This is an optimization exercise on Yosys and OpenROAD, whose aim is small area, not a production implementation. Where RTL was checked, it was by simulation tests only, not by an equivalence proof against the original. The flow treats the clock pin as an ideal source. Dropping or thinning the clock tree relies on that and would not hold on a real chip. Power and IR drop assume default switching activity.

Setup of the previous run:
==> flow/design.v (excerpt) <==
module nback_top (
  input  logic       clk_50_mhz_i,
  input  logic       key_0_i,
  input  logic       key_1_i,
  output logic [7:0] leds_o
);
logic [2:0] key_1_d;
always_ff @( posedge clk_50_mhz_i )
  key_1_d <= { key_1_d[1:0], key_1_i };
logic rst;
assign rst = !key_1_d[2];
logic [3:0] pin_d;
always_ff @( posedge clk_50_mhz_i )
  pin_d <= { pin_d[2:0], key_0_i };
logic [9:0] db_s;
logic [9:0] db_cnt;
logic       db_low0;
logic       db_max;
logic       released;
logic       answer;
assign db_cnt  = db_s ^ 10'h2aa;
assign db_low0 = ( db_cnt[8:0] == '0 );
assign db_max  = db_cnt[9] && db_low0;
always_ff @( posedge clk_50_mhz_i )
  if( rst || ( pin_d[3] ^ pin_d[2] ) )
    db_s <= 10'h2aa;
  else
    db_s <= { db_cnt[8:0], db_cnt[9] ^ db_cnt[6] ^ db_low0 } ^ 10'h2aa;
always_ff @( posedge clk_50_mhz_i )
  if( rst )
    released <= 1'b1;
  else
    if( db_max )
      released <= pin_d[3];
always_ff @( posedge clk_50_mhz_i )
  answer <= released && !rst && db_max && !pin_d[3];
logic [9:0] led_s;
logic [9:0] led_cnt;
logic       led_end;
logic [2:0] led_pos;
assign led_cnt = led_s ^ 10'h2aa;
assign led_end = ( ( led_cnt & 10'd187 ) == 10'd32 );
always_ff @( posedge clk_50_mhz_i )
  if( rst || led_end )
    led_s <= 10'd51 ^ 10'h2aa;
  else
    led_s <= { led_cnt[8:0], led_cnt[9] ^ led_cnt[6] } ^ 10'h2aa;
always_ff @( posedge clk_50_mhz_i )
  if( led_end )
    led_pos <= led_pos + 3'd1;
  else
    if( rst )
      led_pos <= '0;
localparam logic [1:0] IDLE_P = 2'd0,
                       PRE_P  = 2'd1,
                       SHOW_P = 2'd2,
                       END_P  = 2'd3;
logic [1:0]  phase;
logic [14:0] cnt_s;
logic [14:0] cnt;
logic        done;
logic [1:0]  shown;
logic        flag;
logic [8:0]  w;
logic        match;
logic        next_pre;
logic        step;
assign cnt      = cnt_s ^ 15'h2aaa;
assign done     = ( cnt == 15'd1 );
  ...
For scale: about 210 cells after synthesis.
==> module nback_top, before the edit <==
module nback_top (
  input  logic       clk_50_mhz_i,
  input  logic       key_0_i,
  input  logic       key_1_i,
  output logic [7:0] leds_o
);
logic [2:0] key_1_d;
always_ff @( posedge clk_50_mhz_i )
  key_1_d <= { key_1_d[1:0], key_1_i };
logic rst;
assign rst = !key_1_d[2];
logic [3:0] pin_d;
always_ff @( posedge clk_50_mhz_i )
  pin_d <= { pin_d[2:0], key_0_i };
logic [9:0] db_s;
logic [9:0] db_cnt;
logic       db_low0;
logic       db_max;
logic       released;
logic       answer;
assign db_cnt  = db_s ^ 10'h2aa;
assign db_low0 = ( db_cnt[8:0] == '0 );
assign db_max  = db_cnt[9] && db_low0;
always_ff @( posedge clk_50_mhz_i )
  if( rst || ( pin_d[3] ^ pin_d[2] ) )
    db_s <= 10'h2aa;
  else
    db_s <= { db_cnt[8:0], db_cnt[9] ^ db_cnt[6] ^ db_low0 } ^ 10'h2aa;
always_ff @( posedge clk_50_mhz_i )
  if( rst )
    released <= 1'b1;
  else
    if( db_max )
      released <= pin_d[3];
always_ff @( posedge clk_50_mhz_i )
  answer <= released && !rst && db_max && !pin_d[3];
logic [9:0] led_s;
logic [9:0] led_cnt;
logic       led_end;
logic [2:0] led_pos;
assign led_cnt = led_s ^ 10'h2aa;
assign led_end = ( ( led_cnt & 10'd187 ) == 10'd32 );
always_ff @( posedge clk_50_mhz_i )
  if( rst || led_end )
    led_s <= 10'd51 ^ 10'h2aa;
  else
    led_s <= { led_cnt[8:0], led_cnt[9] ^ led_cnt[6] } ^ 10'h2aa;
always_ff @( posedge clk_50_mhz_i )
  if( led_end )
    led_pos <= led_pos + 3'd1;
  else
    if( rst )
      led_pos <= '0;
localparam logic [1:0] IDLE_P = 2'd0,
                       PRE_P  = 2'd1,
                       SHOW_P = 2'd2,
                       END_P  = 2'd3;
logic [1:0]  phase;
logic [14:0] cnt_s;
logic [14:0] cnt;
logic        done;
logic [1:0]  shown;
logic        flag;
logic [8:0]  w;
logic        match;
logic        next_pre;
logic        step;
assign cnt      = cnt_s ^ 15'h2aaa;
assign done     = ( cnt == 15'd1 );
assign match    = flag || ( ( shown == 2'b10 ) && ( w == 9'd215 ) );
assign next_pre = ( phase == SHOW_P ) && done && !match;
always_ff @( posedge clk_50_mhz_i )
  if( rst )
    phase <= IDLE_P;
  else
    case( phase )
      IDLE_P: if( answer ) phase <= PRE_P;
      PRE_P:  if( done )   phase <= SHOW_P;
      SHOW_P:
        if( done )
          phase <= match ? END_P : PRE_P;
        else
          if( answer )
            phase <= END_P;
      default: if( done ) phase <= IDLE_P;
    endcase
always_ff @( posedge clk_50_mhz_i )
  if( ( phase == IDLE_P ) || next_pre )
    cnt_s <= 15'd30673 ^ 15'h2aaa;
  else
    if( done || ( ( phase == SHOW_P ) && answer ) )
      cnt_s <= 15'd17603 ^ 15'h2aaa;
    else
      cnt_s <= { cnt[13:0], cnt[14] ^ cnt[13] } ^ 15'h2aaa;
always_ff @( posedge clk_50_mhz_i )
  case( phase )
    IDLE_P: shown <= '0;
    SHOW_P:
      if( done )
        begin
          if( match )
            shown[0] <= 1'b0;
          else
            shown <= { shown[0] || shown[1], !shown[1] };
        end
      else
        if( answer )
          shown[0] <= match;
    default: ;
  endcase
always_ff @( posedge clk_50_mhz_i )
  if( phase == IDLE_P )
    flag <= 1'b0;
  else
    if( next_pre )
      flag <= shown[1] && !( w[2] ^ w[3] ^ w[7] ) && !( w[3] ^ w[4] ^ w[8] );
assign step = ( ( phase == PRE_P ) && ( flag ? ( cnt[8] && cnt[14] ) : ( cnt[0] && cnt[7] && !cnt[13] ) ) ) ||
              ( ( phase == END_P ) && flag && ( cnt[0] && cnt[10] && cnt[11] ) );
always_ff @( posedge clk_50_mhz_i )
  if( rst )
    w <= 9'd1;
  else
    if( step )
      w <= { w[7:0], w[8] ^ w[4] };
logic sel_sym;
logic sel_win;
logic sel_blink;
assign sel_sym   = !rst && ( phase == SHOW_P );
assign sel_win   = !rst && ( phase == END_P ) && shown[0];
assign sel_blink = !rst && !led_pos[0] &&
                   ( ( phase == IDLE_P ) || ( ( phase == END_P ) && !shown[0] ) );
always_comb
  for( int j = 0; j < 8; j++ )
    leds_o[j] = ( sel_sym && w[j + 1] ) || ( sel_win && ( led_pos == 3'( j ) ) ) || sel_blink;
endmodule
clock: 5.0 ns
lec_check: 0
cap_margin: 20
core_margin: 2
core_utilization: 40
slew_margin: 20
standard.sh (not shown) runs the stock make flow with config.mk's settings and CLKGATE_MAP_FILE= SYNTH_SCRIPT=/design/flow/synth_recipe.tcl, a recipe that flattens the netlist after the stock synthesis.
==> flow/flow/run.sh <==
#!/bin/bash
# Layout flow: the standard synthesis, then the combinational logic is
# mapped again for area (registers untouched), then the standard layout
# steps with adjusted clock tree and port buffer settings.
set -euo pipefail
LIB=$FLOW_HOME/platforms/sky130hd/lib/sky130_fd_sc_hd__tt_025C_1v80.lib
R=orfs/results/sky130hd/nback_top/base
L=orfs/logs/sky130hd/nback_top/base

bash standard.sh synth > flow_1_synth.log 2>&1
cp $R/1_2_yosys.v $R/1_2_yosys_standard.v

DU=$(grep -o -- '-dont_use [A-Za-z0-9_]*' $L/1_2_yosys.log | sort -u | tr '\n' ' ')
# One mapping pass: the combinational cells are turned back into logic and
# mapped again by ABC with an area script; the registers stay as they are.
remap() {
  cat > remap_$3.ys <<EOS
read_liberty -ignore_miss_func $LIB
read_verilog $1
hierarchy -top $FLOW_TOP
blackbox sky130_fd_sc_hd__*df*
flatten
hierarchy -top $FLOW_TOP
opt -purge
read_liberty -lib -nooverwrite -ignore_miss_func $LIB
abc -liberty $LIB $DU -script $4
opt_clean -purge
splitnets
opt_clean -purge
rename -hide w:*.*
hilomap -singleton -hicell sky130_fd_sc_hd__conb_1 HI -locell sky130_fd_sc_hd__conb_1 LO
check -assert -mapped
tee -o $2.stat stat -liberty $LIB
write_verilog -noattr -nohex -nodec $2
EOS
  yosys -s remap_$3.ys > flow_2_remap_$3.log 2>&1
  grep 'Chip area' $2.stat | awk '{print $NF}'
}
# Run every script on a netlist (4 at a time); print "area file" lines.
pass_all() {
  local src=$1 tag=$2 sc n
  for sc in flow/abc_*.abc; do
    n=$(basename $sc .abc)
    ( remap $src remap_${tag}_$n.v ${tag}_$n $sc > remap_${tag}_$n.area ) &
    while [ $(jobs -r | wc -l) -ge 4 ]; do sleep 0.2; done
  done
  wait
  for sc in flow/abc_*.abc; do
    n=$(basename $sc .abc)
    echo "$(cat remap_${tag}_$n.area) remap_${tag}_$n.v"
  done | awk '$1 != ""' | sort -g
}
# The three best first mappings each start a chain: each pass maps the
# chain's best netlist with every script, until a pass brings no gain.
pass_all $R/1_2_yosys_standard.v 0 > heads.txt
cat heads.txt >> flow_2_remap.log
best=$(head -1 heads.txt | awk '{print $2}')
best_area=$(head -1 heads.txt | awk '{print $1}')
for c in 1 2 3; do
  cur=$(sed -n "${c}p" heads.txt | awk '{print $2}')
  cur_area=$(sed -n "${c}p" heads.txt | awk '{print $1}')
  [ -n "$cur" ] || continue
  for k in 1 2 3 4 5 6 7 8 9 10; do
    pass_all $cur c${c}p$k > pass_c${c}p$k.txt
    top=$(head -1 pass_c${c}p$k.txt)
    a=$(echo $top | awk '{print $1}')
    f=$(echo $top | awk '{print $2}')
    echo "chain $c pass $k best $a $f" >> flow_2_remap.log
    if awk -v a="$a" -v b="$cur_area" 'BEGIN { exit !(a != "" && a + 0 < b + 0) }'; then
      cur=$f
      cur_area=$a
    else
      break
    fi
  done
  if awk -v a="$cur_area" -v b="$best_area" 'BEGIN { exit !(a + 0 < b + 0) }'; then
    best=$cur
    best_area=$cur_area
  fi
done
echo "kept $best area $best_area" >> flow_2_remap.log
cp $best $R/1_2_yosys.v
rm -f $R/1_synth.odb $R/1_synth.sdc

export CLOCK_GROUPS=${CLOCK_GROUPS:-3}
export CLOCK_BUF=${CLOCK_BUF:-sky130_fd_sc_hd__clkbuf_8}
bash standard.sh finish \
  "PRE_CTS_TCL=$PWD/flow/pre_cts.tcl" \
  "BUFFER_PORTS_ARGS=-buffer_cell sky130_fd_sc_hd__buf_1" \
  > flow_3_finish.log 2>&1
Other scripts of this flow, unchanged in this note and not shown: flow/flow/abc_a7.abc, flow/flow/abc_b2.abc, flow/flow/abc_c7.abc, flow/flow/abc_d2.abc, flow/flow/abc_d3.abc, flow/flow/abc_d7.abc, flow/flow/abc_d8.abc, flow/flow/abc_e3.abc, flow/flow/abc_e8.abc, flow/flow/abc_f3.abc, flow/flow/abc_g0.abc, flow/flow/abc_g1.abc, flow/flow/abc_g2.abc, flow/flow/abc_g3.abc, flow/flow/pre_cts.tcl
diff inputs: the previous run => the current run
--- a/flow/design.v
+++ b/flow/design.v
@@ -15,10 +15,11 @@
 logic [9:0] db_s;
 logic [9:0] db_cnt;
 logic       db_low0;
 logic       db_max;
 logic       released;
+logic       released_d;
 logic       answer;
 assign db_cnt  = db_s ^ 10'h2aa;
 assign db_low0 = ( db_cnt[8:0] == '0 );
 assign db_max  = db_cnt[9] && db_low0;
 always_ff @( posedge clk_50_mhz_i )
@@ -31,11 +32,12 @@
     released <= 1'b1;
   else
     if( db_max )
       released <= pin_d[3];
 always_ff @( posedge clk_50_mhz_i )
-  answer <= released && !rst && db_max && !pin_d[3];
+  released_d <= released;
+assign answer = !released && released_d;
 logic [9:0] led_s;
 logic [9:0] led_cnt;
 logic       led_end;
 logic [2:0] led_pos;
 assign led_cnt = led_s ^ 10'h2aa;
[summary]
- Total nets after synthesis went up slightly going from the previous run to the current run.
- The current run -> the previous run: area added between synthesis and finish flat
- Total power draw delta (the current run -> the previous run): insignificant
- Row pre-CTS setup slack: the current run lower / the previous run higher
- On total via count in the routed design: between the previous run and the current run, it ends up higher for the previous run.
- Of the two candidates, the previous run has the worse register-to-register slack and the current run the better one.
- The setup slack of the current run is smaller than that of the previous run.
For the previous run, only the layout was checked, not whether the RTL still works. In every run of this note, the design's own scripts or RTL, not TritonCTS, make the clock network.

static timing again, ports no longer ideal:
How much do the figures lean on ideal ports? The routed layouts below were timed once more, with nothing changed but the port constraints. Step 1 assumes that a clkbuf_16 drives the clock port and a buf_2 every other input. Step 2 adds t to the input delays and takes it off the output delays; t is the mean of the earliest and latest rising clock arrival at the registers after step 1. Input paths then give back, and output paths get back, about the clock's delay inside the block. Three values: ideal, step 1, step 2; two values: the first two.
run | shift t [ns] | slack for setup (ns) | worst setup path at the end | clock arrival spread, ns | cell pins on the clock port's net
the previous run | 0.210 | 2.381 / 2.334 / 2.544 | register to output | 0.013 / 0.013 | 3
the current run | 0.207 | 2.152 / 2.107 / 2.314 | register to output | 0.011 / 0.010 | 3
After both steps every run listed still meets setup and hold.
